From an optimization exercise on the open Yosys and OpenROAD flow, aimed at small area and a short achievable clock period; shortcuts taken in it are not production practice.
In this exercise RTL edits were held to simulation tests only and were not proved equivalent to the original.
Power and IR drop assume default switching activity.

## CPU
module CPU (
    input clk,
    input reset,
    input [18:0] instruction,
    input [15:0] data_in,
    output reg [15:0] data_out,
    output [15:0] address,
    output reg mem_read,
    output reg mem_write
);
    localparam N1 = 2;
    localparam N2 = 6;
    localparam K1 = 2 * N1;
    localparam K2 = 2 * N2;
    reg [15:0] registers [0:15];
    wire [3:0] opcode = instruction[18:15];
    wire [3:0] rs = instruction[14:11];
    wire [3:0] rt = instruction[10:7];
    wire [3:0] rd = instruction[6:3];
    wire [11:0] addr = instruction[14:3];
    wire op_load  = opcode == 4'b1010;
    wire op_store = opcode == 4'b1011;
    wire op_call  = opcode == 4'b1111;
    wire [15:0] ra = registers[rs];
    wire [15:0] rb = registers[rt];
    wire [17:0] rb3 = {2'b0, rb} + {1'b0, rb, 1'b0};
    wire [15:0] rem1 [0:N1];
    wire [K1-1:0] q1;
    assign rem1[0] = 16'b0;
    genvar j;
    generate
        for (j = 1; j <= N1; j = j + 1) begin : s1
            CPU_div4 #(.W(2*j)) st (.rin(rem1[j-1]), .abits(ra[17-2*j:16-2*j]), .b(rb), .b3(rb3),
                .q(q1[K1-2*j+1:K1-2*j]), .rout(rem1[j]));
        end
    endgenerate
    reg [15:0] A2, B2;
    reg [K1-1:0] r2, q2;
    reg [3:0] op2;
    wire [17:0] B3_2 = {2'b0, B2} + {1'b0, B2, 1'b0};
    wire [15:0] rem2 [N1:N2];
    wire [K2-K1-1:0] qm;
    assign rem2[N1] = {{(16-K1){1'b0}}, r2};
    generate
        for (j = N1 + 1; j <= N2; j = j + 1) begin : s2
            CPU_div4 #(.W(2*j)) st (.rin(rem2[j-1]), .abits(A2[17-2*j:16-2*j]), .b(B2), .b3(B3_2),
                .q(qm[K2-2*j+1:K2-2*j]), .rout(rem2[j]));
        end
    endgenerate
    wire is_add = op2 == 4'd0;
    wire is_sub = op2 == 4'd1;
    wire is_mul = op2 == 4'd2;
    wire is_div = op2 == 4'd3;
    wire is_inc = op2 == 4'd4;
    wire is_dec = op2 == 4'd5;
    wire is_and = op2 == 4'd6;
    wire is_or  = op2 == 4'd7;
    wire is_xor = op2 == 4'd8;
    wire is_not = op2 == 4'd9;
    wire [15:0] addend = is_sub ? ~B2 : is_inc ? 16'h0000 : is_dec ? 16'hFFFF : B2;
    wire [15:0] sum = A2 + addend + {15'b0, is_sub | is_inc};
    wire [15:0] prod;
    CPU_mul16lo mul (.a(A2), .b(B2), .p(prod));
    wire [15:0] res2 =
  ...
For scale: about 4,200 cells after synthesis, ~34,000 µm² of cells after synthesis.
==> module CPU_div4, before the edit <==
module CPU_div4 #(parameter W = 2) (
    input  [15:0] rin,
    input  [1:0]  abits,
    input  [15:0] b,
    input  [17:0] b3,
    output [1:0]  q,
    output [15:0] rout
);
    wire [W-1:0] x;
    generate
        if (W == 2) begin : g2
            assign x = abits;
        end else begin : gn
            assign x = {rin[W-3:0], abits};
        end
    endgenerate
    wire bz1, bz2;
    generate
        if (W < 16) begin : gb
            assign bz1 = ~|b[15:W];
        end else begin : gb16
            assign bz1 = 1'b1;
        end
    endgenerate
    assign bz2 = ~|b[15:W-1];
    wire bz3 = b <= ((1 << W) - 1) / 3;
    wire [W:0] d1 = {1'b0, x} - {1'b0, b[W-1:0]};
    wire [W:0] d2 = {1'b0, x} - {1'b0, b[W-2:0], 1'b0};
    wire [W:0] d3 = {1'b0, x} - {1'b0, b3[W-1:0]};
    wire ge1 = bz1 & ~d1[W];
    wire ge2 = bz2 & ~d2[W];
    wire ge3 = bz3 & ~d3[W];
    assign q = {ge2, ge3 | (ge1 & ~ge2)};
    wire [W-1:0] mhi = ge3 ? d3[W-1:0] : d2[W-1:0];
    wire [W-1:0] mlo = ge1 ? d1[W-1:0] : x;
    generate
        if (W < 16) begin : gz
            assign rout[15:W] = {(16-W){1'b0}};
        end
    endgenerate
    assign rout[W-1:0] = ge2 ? mhi : mlo;
endmodule
Settings: LEC_CHECK=0, ABC_AREA=1, CAP_MARGIN=20, CORE_MARGIN=2, CORE_UTILIZATION=40, SLEW_MARGIN=20; clock period 28.0 ns.
standard.sh (not shown) runs the stock make flow with config.mk's settings and CLKGATE_MAP_FILE= SYNTH_SCRIPT=/design/flow/synth_recipe.tcl, a recipe that flattens the netlist after the stock synthesis.
==> flow/flow/run.sh <==
#!/bin/bash
# Standard ORFS flow (the standard.sh) with faster port buffers and a
# setup-repair margin, so that repair_timing works towards a shorter period
# than the design's clock. The constraints (SDC) are the design's, unchanged.
set -euo pipefail
export BUFFER_PORTS_ARGS="-buffer_cell sky130_fd_sc_hd__buf_4"
export SETUP_SLACK_MARGIN=17.5
export MATCH_CELL_FOOTPRINT=0
bash standard.sh > standard.log 2>&1
The baseline finished with timing, DRC and antenna clean.
==> next run, changes <==
--- a/flow/design.v
+++ b/flow/design.v
@@ -28,20 +28,19 @@
     wire [W:0] d2 = {1'b0, x} - {1'b0, b[W-2:0], 1'b0};
     wire [W:0] d3 = {1'b0, x} - {1'b0, b3[W-1:0]};
     wire ge1 = bz1 & ~d1[W];
     wire ge2 = bz2 & ~d2[W];
     wire ge3 = bz3 & ~d3[W];
     assign q = {ge2, ge3 | (ge1 & ~ge2)};
-    wire [W-1:0] mhi = ge3 ? d3[W-1:0] : d2[W-1:0];
-    wire [W-1:0] mlo = ge1 ? d1[W-1:0] : x;
     generate
         if (W < 16) begin : gz
             assign rout[15:W] = {(16-W){1'b0}};
         end
     endgenerate
-    assign rout[W-1:0] = ge2 ? mhi : mlo;
+    assign rout[W-1:0] = ({W{~ge1}} & x) | ({W{ge1 & ~ge2}} & d1[W-1:0])
+                       | ({W{ge2 & ~ge3}} & d2[W-1:0]) | ({W{ge3}} & d3[W-1:0]);
 endmodule
 module CPU_mul16lo (
     input  [15:0] a,
     input  [15:0] b,
     output [15:0] p
 );
Maximum frequency increases by 2.6%.
Routed wire length shrinks by 1.0%.
Global-route usage drops by 0.41 points.
Synthesized cell count climbs by 2.3%.
Total power goes up by 4.0%.
Design area grows by 0.47%.
Sequential share of layout area falls by 0.17 points.
Final cell count went up by 2.9%.
Critical path depth drops by 4.
Non-clock buffer count came out lower by 5.

==> re-timing with driven ports <==
No port has a modelled driver above. Below, the same layouts with a new extraction and two added sets of constraints.
Step 1: set_driving_cell puts a clkbuf_16 on clk and a buf_2 on each other input, an assumption about the parent block.
Step 2 moves the port delays by t, midway between the first and last clock arrival at a register: inputs arrive t later, outputs are due t later. That takes back most of the time a late clock gives input paths.
a / b / c = ideal ports / drivers / drivers and shift; a / b = the first two.
run | t, ns | setup slack, ns | worst data-port slew with drivers (ns)
the first run | 0.638 | 17.396 / 17.336 / 17.167 | 0.05
the second run | 0.642 | 17.666 / 17.603 / 17.336 | 0.04
After both steps every run listed still meets setup and hold. The setup slack of the second run, which loses most, moves by -0.063 ns with the drivers and by -0.330 ns with both steps.
